This is an optimization exercise on Yosys and OpenROAD, whose aim is small area, a short achievable clock period and few clock cycles, not a production implementation.
At most, simulation tests tie the RTL to the original design; equivalence was not proved.
Power figures rest on the tool's default switching activity, not on a simulated workload.

==> trial 81 <==
// cnn
module cnn(
  input             clk,
  input             rst,
  input             en,
  input      [7:0]  ps_rd,
  input      [7:0]  in_rd,
  input      [7:0]  w_rd,
  input      [7:0]  b_rd,
  input      [7:0]  out_rd,
  output reg        done,
  output     [15:0] ps_ra,
  output     [15:0] in_ad,
  output reg        in_we,
  output     [7:0]  in_wd,
  output     [15:0] w_ra,
  output     [15:0] b_ra,
  output     [15:0] out_ad,
  output reg        out_we,
  output     [7:0]  out_wd
);
clock: 11.0 ns
lec_check: 0
cap_margin: 20
core_margin: 2
core_utilization: 65
cts_buf_list: sky130_fd_sc_hd__clkbuf_8
place_density: 0.75
slew_margin: 20
standard.sh (not shown) runs the stock make flow with config.mk's settings and CLKGATE_MAP_FILE= SYNTH_SCRIPT=/design/flow/synth_recipe.tcl, a recipe that flattens the netlist after the stock synthesis.
==> flow/flow/run.sh <==
#!/bin/bash
set -euo pipefail
export BUFFER_PORTS_ARGS="-buffer_cell sky130_fd_sc_hd__buf_2"
export SETUP_SLACK_MARGIN=7
bash standard.sh > standard.log 2>&1
==> inputs of trial 46, as changes to trial 81 <==
--- a/flow/design.v
+++ b/flow/design.v
@@ -46,68 +46,66 @@
   tap_first <= (j == 8'd0) & (i == 8'd0) & (n == 8'd0);
   blk_last  <= (j1 == pK) & il & nl;
   quad_last <= (j1 == pK) & il & nl & (tc == {1'b0, pC[7:1]}) & (tr == {1'b0, pR[7:1]});
   conv_last <= (j1 == pK) & il & nl & (tc == {1'b0, pC[7:1]}) & (tr == {1'b0, pR[7:1]}) &
                ({mq1, 2'b00} >= {1'b0, pM});
 end
 wire [15:0] tb_next = tcl ? (trl ? 16'd0 : tb + dT) : tb + {7'd0, pS, 1'b0};
-reg  [15:0] vb_next;    
-always @(posedge clk) vb_next <= blk_last ? tb_next : vb + (~jl ? 16'd1 : ~il_r ? {8'd0, pIC} : dN);
+wire [15:0] vb_next = blk_last ? tb_next : vb + (~jl ? 16'd1 : ~il_r ? {8'd0, pIC} : dN);
 reg [15:0] wv, wa, wb;
 reg        wval, wfirst, wlast, wqlast;
 reg [5:0]  wmq;
 wire [15:0] wa_add = wa + (ph3 ? 16'd1 : NKK);
 wire [15:0] wv_next = wval ? (wlast ? (wqlast ? wa_add : wb) : wv + 16'd1) : wv;
 assign in_ad  = la;
 assign w_ra   = wa;
 assign b_ra   = {8'd0, wmq, q};
-reg [7:0]  wr0, wr1, wr2, wr3, br, br2;    
+reg [7:0]  wr0, wr1, wr2, wr3, br;    
 reg [31:0] sh, xm;             
 reg [11:0] p0, p1, p2, p3;     
 reg [7:0]  g0, g1, g2, g3;     
 reg [11:0] a00, a01, a02, a03, a10, a11, a12, a13;
 reg [11:0] a20, a21, a22, a23, a30, a31, a32, a33;
 reg [19:0] h0, h1, h2, h3;     
-reg v1, f1, l1, v2, f2, l2, f3, l3, l4;
+reg v1, f1, l1, v2, f2, l2, l3, l4;
 function [11:0] mlo;
   input [7:0] x;
   input [3:0] w;
   mlo = {{4{x[7]}}, x} * {8'd0, w};
 endfunction
 function [7:0] mhi;
   input [7:0] x;
   input [3:0] w;
   mhi = x * {{4{w[3]}}, w};
 endfunction
 function [4:0] relu;
   input [11:0] a;
   relu = a[11] ? 5'd0 : {1'b0, a[7:4]} + {4'd0, a[3]};
 endfunction
-wire [11:0] bias = {br2, 4'd0};
+wire [11:0] bias = {br, 4'd0};
 always @(posedge clk) begin
   wr0 <= v1 ? w_rd : 8'd0;
   wr1 <= v1 ? w_rd : 8'd0;
   wr2 <= v1 ? w_rd : 8'd0;
   wr3 <= v1 ? w_rd : 8'd0;
   br  <= b_rd;
-  br2 <= br;
   sh  <= {in_rd, sh[31:8]};
   if (ph1) xm <= sh;
   p0 <= mlo(xm[7:0],   wr0[3:0]);
   p1 <= mlo(xm[15:8],  wr1[3:0]);
   p2 <= mlo(xm[23:16], wr2[3:0]);
   p3 <= mlo(xm[31:24], wr3[3:0]);
   g0 <= mhi(xm[7:0],   wr0[7:4]);
   g1 <= mhi(xm[15:8],  wr1[7:4]);
   g2 <= mhi(xm[23:16], wr2[7:4]);
   g3 <= mhi(xm[31:24], wr3[7:4]);
-  a00 <= a01; a01 <= a02; a02 <= a03; a03 <= (f3 ? bias : a00) + p0 + {g0, 4'd0};
-  a10 <= a11; a11 <= a12; a12 <= a13; a13 <= (f3 ? bias : a10) + p1 + {g1, 4'd0};
-  a20 <= a21; a21 <= a22; a22 <= a23; a23 <= (f3 ? bias : a20) + p2 + {g2, 4'd0};
-  a30 <= a31; a31 <= a32; a32 <= a33; a33 <= (f3 ? bias : a30) + p3 + {g3, 4'd0};
+  a00 <= f2 ? bias : a01; a01 <= a02; a02 <= a03; a03 <= a00 + p0 + {g0, 4'd0};
+  a10 <= f2 ? bias : a11; a11 <= a12; a12 <= a13; a13 <= a10 + p1 + {g1, 4'd0};
+  a20 <= f2 ? bias : a21; a21 <= a22; a22 <= a23; a23 <= a20 + p2 + {g2, 4'd0};
+  a30 <= f2 ? bias : a31; a31 <= a32; a32 <= a33; a33 <= a30 + p3 + {g3, 4'd0};
 end
 reg        wbusy, wfin, wpend;
 reg [3:0]  wk;
 reg [15:0] wo, ob;
 reg        crow, cqend;
 reg [5:0]  cmq;
 reg [4:0]  owd;
@@ -123,17 +121,17 @@
   end
 end
 wire [4:0] hsel = (wk[1:0] == 2'd0) ? h0[4:0] : (wk[1:0] == 2'd1) ? h1[4:0] :
                   (wk[1:0] == 2'd2) ? h2[4:0] : h3[4:0];
 wire chv = ({1'b0, cmq, wk[3:2]} < {1'b0, pM});
 reg [1:0] pq;
 reg xin, yin;
-wire xl    = (j1 == pnIC);
-wire yl    = (i1 == pnIR);
-wire ml    = (n1 == pM);
+wire xl    = (j == pnIC);      
+wire yl    = (i == pnIR);
+wire ml    = (n == pM);
 wire inner = xin & yin;
 reg  xlin, ylin;                                
 always @(posedge clk) begin
   xlin <= (tc == {1'b0, pC[7:1]});
   ylin <= (tr == {1'b0, pR[7:1]});
 end
 wire el    = ~inner | (pq == 2'd3);
@@ -180,24 +178,24 @@
   if (rst) begin
     s_idle <= 1'b1; s_load <= 1'b0; s_init <= 1'b0; s_calc <= 1'b0;
     s_conv <= 1'b0; s_cdrn <= 1'b0; s_pool <= 1'b0; s_pdrn <= 1'b0;
     done <= 1'b0;
     pa <= 4'd0;
     wval <= 1'b0;
     v1 <= 1'b0; f1 <= 1'b0; l1 <= 1'b0; v2 <= 1'b0; f2 <= 1'b0; l2 <= 1'b0;
-    f3 <= 1'b0; l3 <= 1'b0; l4 <= 1'b0;
+    l3 <= 1'b0; l4 <= 1'b0;
     wbusy <= 1'b0; wfin <= 1'b0; wpend <= 1'b0;
     out_we <= 1'b0;
     pe_1 <= 1'b0; pi_1 <= 1'b0; pf_1 <= 1'b0; pe_2 <= 1'b0; pi_2 <= 1'b0; pf_2 <= 1'b0;
     in_we <= 1'b0;
   end else begin
     if (ph3) wval <= adv;
     v1 <= wval; f1 <= wval & wfirst; l1 <= wval & wlast;
     v2 <= v1; f2 <= f1; l2 <= l1;
-    f3 <= f2; l3 <= l2;
+    l3 <= l2;
     l4 <= l3;
     if (adv_blk) wpend <= 1'b1;
     if (l4 & ph3) wbusy <= 1'b1;       
     if (wbusy & (wk == 4'd15)) wbusy <= 1'b0;
     wfin <= wbusy & (wk == 4'd15);
     if (wfin) wpend <= 1'b0;
     out_we <= wbusy & chv;
@@ -252,14 +250,16 @@
       NKK <= NKK + {8'd0, pK};
       i <= il ? 8'd0 : i1;
       if (il) n <= n1;
       if (il & nl) nkdone <= 1'b1;
     end
     if (calc_done) begin
       pIC <= pIC - pK + 8'd1;
+      pnIC <= pnIC - 8'd1;
+      pnIR <= pnIR - 8'd1;
       pC <= pC - 8'd1;
       pR <= pR - 8'd1;
       q <= 2'd0;
       j <= 8'd0; i <= 8'd0; n <= 8'd0; tc <= 8'd0; tr <= 8'd0; mq <= 6'd0;
       la <= 16'd0; vb <= 16'd0; tb <= 16'd0;
       wv <= 16'd0; wa <= 16'd0; wb <= 16'd0; ob <= 16'd0;
     end
@@ -285,15 +285,15 @@
   end
   if (adv_row) tr <= adv_quad ? 8'd0 : tr1;
   if (adv_quad) mq <= mq1[5:0];
   if (s_cdrn) begin
     j <= 8'd0; i <= 8'd0; n <= 8'd0; tc <= 8'd0; tr <= 8'd0; pq <= 2'd0;
     xin <= np0; yin <= np0;
     la <= 16'd0;
-    if (cdrn_done) wo <= 16'd0;
+    if (cdrn_done) begin wo <= 16'd0; pM <= pM - 8'd1; end
   end
   if (s_pool) begin
     la <= la + {15'd0, in_we};
     if (inner) begin
       pq <= pq + 2'd1;
       wo <= wo_add;
     end
==> flow/flow/run.sh (replaced) <==
#!/bin/bash
set -euo pipefail
export BUFFER_PORTS_ARGS="-buffer_cell sky130_fd_sc_hd__buf_2"
export SETUP_SLACK_MARGIN=7.5
bash standard.sh > standard.log 2>&1
CTS_BUF_LIST = sky130_fd_sc_hd__clkbuf_16   (was sky130_fd_sc_hd__clkbuf_8)
CTS_CLUSTER_DIAMETER = 200   (was default)
CTS_CLUSTER_SIZE = 25   (was default)
==> run_results.csv <==
group,metric,value,unit
run_status,outcome,"no timing/DRC/antenna violations",
synth,synth_common_cells,"dfxtp_1 (655), inv_1 (406), nand2_1 (404)",
final_layout,syn_to_final_growth,9.61,%
place,gp_congestion,0.920,
floorplan,tap_cells,1040,
cts,cts_resized,1,
synth,async_reset_ff_share,3.72,%
power,switching_share,36.6,%
final_layout,fill_cells,5849,
final_layout,diodes,5,
cts,clk-insertion-delay-late,0.82,ns
worst_setup_path,r2r-end,"tc[4]",
place,dp_cells,6185,
synth,synthXorXnorAreaFrac,7.54,%
final_layout,nNonClkBuffers,165,
global_routing,met1_usage,44.0,%
final_layout,clock_buffers,183,
Source of the figures above: trial 81

==> run_results.csv <==
group,metric,value,unit
worst_setup_path,end_kind,"flip-flop",
global_routing,met1_usage,44.6,%
worst_setup_path,r2r-end,"g0[7]",
synth,async_reset_ff_share,3.71,%
final_layout,clock_buffers,42,
synth,synthXorXnorAreaFrac,7.82,%
place,dp_cells,6209,
cts,clk-insertion-delay-late,0.64,ns
power,p_leak,23.8,nW
cts,cts_resized,79,
run_status,outcome,"no timing/DRC/antenna violations",
final_layout,syn_to_final_growth,7.30,%
synth,synth_common_cells,"dfxtp_1 (655), inv_1 (406), ha_1 (396)",
final_layout,nets,5889,
floorplan,tap_cells,1030,
worst_setup_path,cp.required,11.56,ns
final_layout,fill_cells,5759,
place,gp_congestion,0.942,
Source of the figures above: trial 46

No run of this note included a check of the RTL's function; only the layout flow was run.

==> branch delta: inputs <==
cnn, a different RTL version from the one above (not shown whole).
Design cnn, start of the top module:
module cnn(
  input             clk,
  input             rst,
  input             en,
  input      [7:0]  ps_rd,
  input      [7:0]  in_rd,
  input      [7:0]  w_rd,
  input      [7:0]  b_rd,
  input      [7:0]  out_rd,
  output reg        done,
  output     [15:0] ps_ra,
  output     [15:0] in_ad,
  output reg        in_we,
  output     [7:0]  in_wd,
  output     [15:0] w_ra,
  output     [15:0] b_ra,
  output     [15:0] out_ad,
  output reg        out_we,
  output     [7:0]  out_wd
);
localparam ST_IDLE = 3'd0, ST_LOAD = 3'd1, ST_INIT = 3'd2, ST_CALC = 3'd3,
           ST_CONV = 3'd4, ST_CDRN = 3'd5, ST_POOL = 3'd6, ST_PDRN = 3'd7;
reg [2:0] st;
reg [7:0] pR, pC, pM, pN, pK, pS, pIR, pIC, pnIR, pnIC, pnP;
reg [3:0] pa;
assign ps_ra = {12'd0, pa};
wire [7:0] kmax  = pK - 8'd1;
wire [7:0] nmax  = pN - 8'd1;
wire [7:0] tcmax = {1'b0, pC[7:1]} - 8'd1;
wire [7:0] trmax = {1'b0, pR[7:1]} - 8'd1;
  ...
clock: 11.0 ns
lec_check: 0
cap_margin: 20
core_margin: 2
core_utilization: 40
place_density: 0.6
slew_margin: 20
run.sh (not shown) runs the stock make flow with config.mk's settings and CLKGATE_MAP_FILE= SYNTH_SCRIPT=/design/flow/synth_recipe.tcl, a recipe that flattens the netlist after the stock synthesis.
Stock flow here: none of the scripts above is used.
==> inputs of branch nickel, as changes to branch delta <==
--- a/flow/design.v
+++ b/flow/design.v
@@ -19,83 +19,96 @@
   output     [7:0]  out_wd
 );
 localparam ST_IDLE = 3'd0, ST_LOAD = 3'd1, ST_INIT = 3'd2, ST_CALC = 3'd3,
            ST_CONV = 3'd4, ST_CDRN = 3'd5, ST_POOL = 3'd6, ST_PDRN = 3'd7;
 reg [2:0] st;
 reg [7:0] pR, pC, pM, pN, pK, pS, pIR, pIC, pnIR, pnIC, pnP;
 reg [3:0] pa;
 assign ps_ra = {12'd0, pa};
-wire [7:0] kmax  = pK - 8'd1;
-wire [7:0] nmax  = pN - 8'd1;
-wire [7:0] tcmax = {1'b0, pC[7:1]} - 8'd1;
-wire [7:0] trmax = {1'b0, pR[7:1]} - 8'd1;
-wire [7:0] dI    = pIC - kmax;                  
+wire [7:0] dI    = pIC - pK + 8'd1;            
 wire [7:0] cm1   = pC - 8'd1;
 reg [15:0] dN;     
 reg [15:0] dT;     
 reg [15:0] SmS;    
 reg [15:0] dCh;    
 reg [15:0] NKK;    
 reg        nkdone;
 reg [1:0]  q;                  
 reg [7:0]  j, i, n, tc, tr;    
 reg [5:0]  mq;                 
 reg [15:0] la, vb, tb;         
-wire jl  = (j == kmax);
-wire il  = (i == kmax);
-wire nl  = (n == nmax);
-wire tcl = (tc == tcmax);
-wire trl = (tr == trmax);
-wire ql  = ({mq, 2'b11} >= {1'b0, pM} - 9'd1) ;   
-wire tap_first = (j == 8'd0) & (i == 8'd0) & (n == 8'd0);
-wire blk_last  = jl & il & nl;
-wire quad_last = blk_last & tcl & trl;
-wire conv_last = quad_last & ql;
+wire [7:0] j1 = j + 8'd1, i1 = i + 8'd1, n1 = n + 8'd1, tc1 = tc + 8'd1, tr1 = tr + 8'd1;
+wire [6:0] mq1 = {1'b0, mq} + 7'd1;
+wire jl_c  = (j1 == pK);
+wire il    = (i1 == pK);
+wire nl    = (n1 == pN);
+wire tcl_c = (tc1 == {1'b0, pC[7:1]});
+wire trl_c = (tr1 == {1'b0, pR[7:1]});
+reg jl, il_r, nl_r, tcl, trl, ql, tap_first, blk_last, quad_last, conv_last;
+always @(posedge clk) begin
+  jl <= jl_c; il_r <= il; nl_r <= nl; tcl <= tcl_c; trl <= trl_c;
+  ql <= ({mq1, 2'b00} >= {1'b0, pM});
+  tap_first <= (j == 8'd0) & (i == 8'd0) & (n == 8'd0);
+  blk_last  <= jl_c & il & nl;
+  quad_last <= jl_c & il & nl & tcl_c & trl_c;
+  conv_last <= jl_c & il & nl & tcl_c & trl_c & ({mq1, 2'b00} >= {1'b0, pM});
+end
 wire [15:0] tb_next = tcl ? (trl ? 16'd0 : tb + dT) : tb + {7'd0, pS, 1'b0};
-wire [15:0] vb_next = blk_last ? tb_next : vb + (~jl ? 16'd1 : ~il ? {8'd0, dI} : dN);
+wire [15:0] vb_next = blk_last ? tb_next : vb + (~jl ? 16'd1 : ~il_r ? {8'd0, dI} : dN);
 reg [15:0] wv, wa, wb;
 reg        wval, wfirst, wlast, wqlast;
 reg [5:0]  wmq;
 wire [15:0] wa_add = wa + ((q == 2'd3) ? 16'd1 : NKK);
 wire [15:0] wv_next = wval ? (wlast ? (wqlast ? wa_add : wb) : wv + 16'd1) : wv;
 assign in_ad  = la;
 assign w_ra   = wa;
 assign b_ra   = {8'd0, wmq, q};
 reg [7:0]  wr, br, br2;
 reg [31:0] sh, xm;             
-reg [11:0] p0, p1, p2, p3;
+reg [11:0] p0, p1, p2, p3;     
+reg [7:0]  g0, g1, g2, g3;     
 reg [11:0] a00, a01, a02, a03, a10, a11, a12, a13;
 reg [11:0] a20, a21, a22, a23, a30, a31, a32, a33;
 reg [19:0] h0, h1, h2, h3;     
 reg v1, f1, l1, v2, f2, l2, f3, l3, l4;
 wire cap = l4;
-function [11:0] mul;
-  input [7:0] x, w;
-  mul = {{4{x[7]}}, x} * {{4{w[7]}}, w};
+function [11:0] mlo;
+  input [7:0] x;
+  input [3:0] w;
+  mlo = {{4{x[7]}}, x} * {8'd0, w};
+endfunction
+function [7:0] mhi;
+  input [7:0] x;
+  input [3:0] w;
+  mhi = x * {{4{w[3]}}, w};
 endfunction
 function [4:0] relu;
   input [11:0] a;
   relu = a[11] ? 5'd0 : {1'b0, a[7:4]} + {4'd0, a[3]};
 endfunction
 wire [11:0] bias = {br2, 4'd0};
 always @(posedge clk) begin
   wr  <= w_rd;
   br  <= b_rd;
   br2 <= br;
   sh  <= {in_rd, sh[31:8]};
   if (q == 2'd1) xm <= sh;
-  p0 <= v2 ? mul(xm[7:0],   wr) : 12'd0;
-  p1 <= v2 ? mul(xm[15:8],  wr) : 12'd0;
-  p2 <= v2 ? mul(xm[23:16], wr) : 12'd0;
-  p3 <= v2 ? mul(xm[31:24], wr) : 12'd0;
-  a00 <= a01; a01 <= a02; a02 <= a03; a03 <= (f3 ? bias : a00) + p0;
-  a10 <= a11; a11 <= a12; a12 <= a13; a13 <= (f3 ? bias : a10) + p1;
-  a20 <= a21; a21 <= a22; a22 <= a23; a23 <= (f3 ? bias : a20) + p2;
-  a30 <= a31; a31 <= a32; a32 <= a33; a33 <= (f3 ? bias : a30) + p3;
+  p0 <= v2 ? mlo(xm[7:0],   wr[3:0]) : 12'd0;
+  p1 <= v2 ? mlo(xm[15:8],  wr[3:0]) : 12'd0;
+  p2 <= v2 ? mlo(xm[23:16], wr[3:0]) : 12'd0;
+  p3 <= v2 ? mlo(xm[31:24], wr[3:0]) : 12'd0;
+  g0 <= v2 ? mhi(xm[7:0],   wr[7:4]) : 8'd0;
+  g1 <= v2 ? mhi(xm[15:8],  wr[7:4]) : 8'd0;
+  g2 <= v2 ? mhi(xm[23:16], wr[7:4]) : 8'd0;
+  g3 <= v2 ? mhi(xm[31:24], wr[7:4]) : 8'd0;
+  a00 <= a01; a01 <= a02; a02 <= a03; a03 <= (f3 ? bias : a00) + p0 + {g0, 4'd0};
+  a10 <= a11; a11 <= a12; a12 <= a13; a13 <= (f3 ? bias : a10) + p1 + {g1, 4'd0};
+  a20 <= a21; a21 <= a22; a22 <= a23; a23 <= (f3 ? bias : a20) + p2 + {g2, 4'd0};
+  a30 <= a31; a31 <= a32; a32 <= a33; a33 <= (f3 ? bias : a30) + p3 + {g3, 4'd0};
 end
 reg        wbusy, wfin, wpend;
 reg [3:0]  wk;
 reg [15:0] wo, ob;
 reg        crow, cqend;
 reg [5:0]  cmq;
 reg [4:0]  owd;
 assign out_wd = {3'd0, owd};
@@ -108,42 +121,45 @@
     h2 <= {relu(a23), h2[19:5]};
     h3 <= {relu(a33), h3[19:5]};
   end
 end
 wire [4:0] hsel = (wk[1:0] == 2'd0) ? h0[4:0] : (wk[1:0] == 2'd1) ? h1[4:0] :
                   (wk[1:0] == 2'd2) ? h2[4:0] : h3[4:0];
 wire chv = ({1'b0, cmq, wk[3:2]} < {1'b0, pM});
 reg [1:0] pq;
-wire xl    = (j == pnIC - 8'd1);
-wire yl    = (i == pnIR - 8'd1);
-wire ml    = (n == pM - 8'd1);
-wire xin   = (j >= pnP) && (j < pnIC - pnP);
-wire yin   = (i >= pnP) && (i < pnIR - pnP);
-wire inner = xin & yin;
-wire xlin  = (j == pnIC - pnP - 8'd1);
+wire xl    = (j1 == pnIC);
+wire yl    = (i1 == pnIR);
+wire ml    = (n1 == pM);
+wire [7:0] xn = xl ? 8'd0 : j1;                 
+wire [7:0] yn = xl ? (yl ? 8'd0 : i1) : i;
+wire [8:0] xd = {1'b0, xn} - {1'b0, pnP};
+wire [8:0] yd = {1'b0, yn} - {1'b0, pnP};
+reg inner, xlin;
 wire el    = ~inner | (pq == 2'd3);
 reg pe_1, pi_1, pf_1, pe_2, pi_2, pf_2;
 reg [4:0] ordr, mx, iwd;
 assign in_wd = {3'd0, iwd};
 wire [4:0] mxn = (ordr > mx) ? ordr : mx;
 always @(posedge clk) begin
   ordr <= out_rd[4:0];
   mx <= pf_2 ? ordr : mxn;
   if (pe_2) iwd <= pi_2 ? mxn : 5'd0;
 end
 wire [15:0] wo_d = (st == ST_POOL) ?
                      ((pq == 2'd1) ? {8'd0, cm1} : (pq == 2'd3 && !xlin) ? 16'd0 - {8'd0, cm1} : 16'd1) :
                      ((wk[1:0] == 2'd0) ? dCh : (wk[1:0] == 2'd2) ? {8'd0, cm1} : 16'd1);
 wire [15:0] wo_add = wo + wo_d;
 wire conv = (st == ST_CONV);
 wire pool_issue = (st == ST_POOL);
-wire [8:0] it = la[8:0];
-wire calc_done = nkdone && (it >= {1'b0, pIR} - {1'b0, kmax}) && (it >= {pS, 1'b0} - 9'd1) &&
-                 (it >= {1'b0, pS} - 9'd1) && (it >= {1'b0, pR});
+wire cN = (j == pIR);
+wire cT = (la[8:0] == {pS, 1'b0});
+wire cS = (tc == pS);
+wire cR = (tr == pR);
+wire calc_done = nkdone & cN & cT & cS & cR;
 wire pool_end = el & xl & yl & ml;
 wire stall = blk_last & wpend;
 wire slot_end = (q == 2'd3);
 always @(posedge clk or posedge rst) begin
   if (rst) begin
     st <= ST_IDLE;
     done <= 1'b0;
     pa <= 4'd0;
@@ -203,73 +219,77 @@
   end
   ST_INIT: begin
     dN  <= 16'd1 - {8'd0, pK};
     dT  <= {8'd0, pK} + {8'd0, pS};
     SmS <= {8'd0, pIC} - {8'd0, pS};
     dCh <= 16'd0 - {8'd0, pC} - 16'd1;
     NKK <= 16'd0;
     nkdone <= 1'b0;
-    la <= 16'd0; i <= 8'd0; n <= 8'd0;
+    la <= 16'd1; i <= 8'd0; n <= 8'd0;
+    j <= pK - 8'd1; tc <= 8'd1; tr <= 8'd0;
   end
   ST_CALC: begin
-    la <= la + 16'd1;
-    if (it < {1'b0, pIR} - {1'b0, kmax}) dN <= dN + {8'd0, pIC};
-    if (it < {pS, 1'b0} - 9'd1) dT <= dT + {8'd0, pIC};
-    if (it < {1'b0, pS} - 9'd1) SmS <= SmS + {8'd0, pIC};
-    if (it < {1'b0, pR}) dCh <= dCh + {8'd0, pC};
+    if (!cN) begin dN <= dN + {8'd0, pIC}; j <= j1; end
+    if (!cT) begin dT <= dT + {8'd0, pIC}; la <= la + 16'd1; end
+    if (!cS) begin SmS <= SmS + {8'd0, pIC}; tc <= tc1; end
+    if (!cR) begin dCh <= dCh + {8'd0, pC}; tr <= tr1; end
     if (!nkdone) begin
       NKK <= NKK + {8'd0, pK};
-      i <= il ? 8'd0 : i + 8'd1;
-      if (il) n <= n + 8'd1;
+      i <= il ? 8'd0 : i1;
+      if (il) n <= n1;
       if (il & nl) nkdone <= 1'b1;
     end
     if (calc_done) begin
       q <= 2'd0;
       j <= 8'd0; i <= 8'd0; n <= 8'd0; tc <= 8'd0; tr <= 8'd0; mq <= 6'd0;
       la <= 16'd0; vb <= 16'd0; tb <= 16'd0;
       wv <= 16'd0; wa <= 16'd0; wb <= 16'd0; ob <= 16'd0;
     end
   end
   ST_CONV: begin
     if (slot_end) begin
       if (~stall) begin
-        j <= jl ? 8'd0 : j + 8'd1;
-        if (jl) i <= il ? 8'd0 : i + 8'd1;
-        if (jl & il) n <= nl ? 8'd0 : n + 8'd1;
+        j <= jl ? 8'd0 : j1;
+        if (jl) i <= il_r ? 8'd0 : i1;
+        if (jl & il_r) n <= nl_r ? 8'd0 : n1;
         if (blk_last) begin
-          tc <= tcl ? 8'd0 : tc + 8'd1;
-          if (tcl) tr <= trl ? 8'd0 : tr + 8'd1;
-          if (tcl & trl) mq <= mq + 6'd1;
+          tc <= tcl ? 8'd0 : tc1;
+          if (tcl) tr <= trl ? 8'd0 : tr1;
+          if (tcl & trl) mq <= mq1[5:0];
           tb <= tb_next;
           crow <= tcl; cqend <= tcl & trl; cmq <= mq;
         end
         vb <= vb_next;
         la <= vb_next;
       end else
         la <= vb;
       wfirst <= tap_first; wlast <= blk_last; wqlast <= quad_last; wmq <= mq;
     end else
       la <= la + ((q == 2'd1) ? SmS : {8'd0, pS});
   end
   ST_CDRN: begin
     j <= 8'd0; i <= 8'd0; n <= 8'd0; pq <= 2'd0;
+    inner <= (pnP == 8'd0);
+    xlin  <= (pnP == 8'd0) && (pC[7:1] == 7'd1);
     la <= 16'd0;
     if (~wpend & slot_end & ~wval & ~v1 & ~v2 & ~l3 & ~l4) wo <= 16'd0;
   end
   ST_POOL: begin
     la <= la + {15'd0, in_we};
     if (inner) begin
       pq <= pq + 2'd1;
       wo <= wo_add;
     end
     if (el) begin
-      j <= xl ? 8'd0 : j + 8'd1;
-      if (xl) i <= yl ? 8'd0 : i + 8'd1;
-      if (xl & yl) n <= n + 8'd1;
+      inner <= (xd < {2'b0, pC[7:1]}) & (yd < {2'b0, pR[7:1]});
+      xlin  <= (xd[7:0] + 8'd1 == {1'b0, pC[7:1]});
+      j <= xl ? 8'd0 : j1;
+      if (xl) i <= yl ? 8'd0 : i1;
+      if (xl & yl) n <= n1;
     end
     if (pool_end) pq <= 2'd0;
   end
   ST_PDRN: begin
     la <= la + {15'd0, in_we};
     pq <= pq + 2'd1;
   end
   default: ;
==> flow_metrics.env <==
export IMPL_fp_dieArea_um2=131000
export IMPL_post_route_util_pct=45.1
export IMPL_cp_arrival_ns=7.79
export IMPL_p_leak_uw=0.0235
export IMPL_p_comb_share_pct=8.1
export IMPL_viasPerCell=5.25
export IMPL_internal_power_uw=5420
export IMPL_seq_power_uw=3230
export IMPL_status="finished clean"
[end of results for branch delta]
==> flow_metrics.env <==
export IMPL_p_leak_uw=0.0240
export IMPL_fp_dieArea_um2=131000
export IMPL_viasPerCell=5.30
export IMPL_p_comb_share_pct=6.4
export IMPL_status="finished clean"
export IMPL_seq_power_uw=3460
[end of results for branch nickel]
Testbench counts of branch delta, summed over its fixed seeds: cycles 2,423,728.
Testbench counts of branch nickel, summed over its fixed seeds: cycles 2,423,728.

## separate check: timing with driven ports
Ports are ideal in the flow. The routed layouts listed here were re-timed in OpenROAD.
Step 1: set_driving_cell puts a clkbuf_16 on clk and a buf_2 on each other input, an assumption about the parent block.
Step 2 times the ports against the registers' clock, not the clock port: input delays grow and output delays shrink by t, the midpoint of the rising clock arrivals with the driver on.
Three values: ideal ports, drivers, drivers and shift; two values: the first two.
run	shift t [ns]	setup slack, ns	worst setup path at the end	cell pins on the clock port's net
trial 81	0.877	7.118 / 7.048 / 7.134	register to register	1
trial 46	0.693	7.450 / 7.450 / 7.450	register to register	1
branch delta	0.772	3.550 / 3.550 / 3.550	register to register	1
branch nickel	0.764	5.124 / 5.124 / 5.124	register to register	1
After both steps every run listed still meets setup and hold.
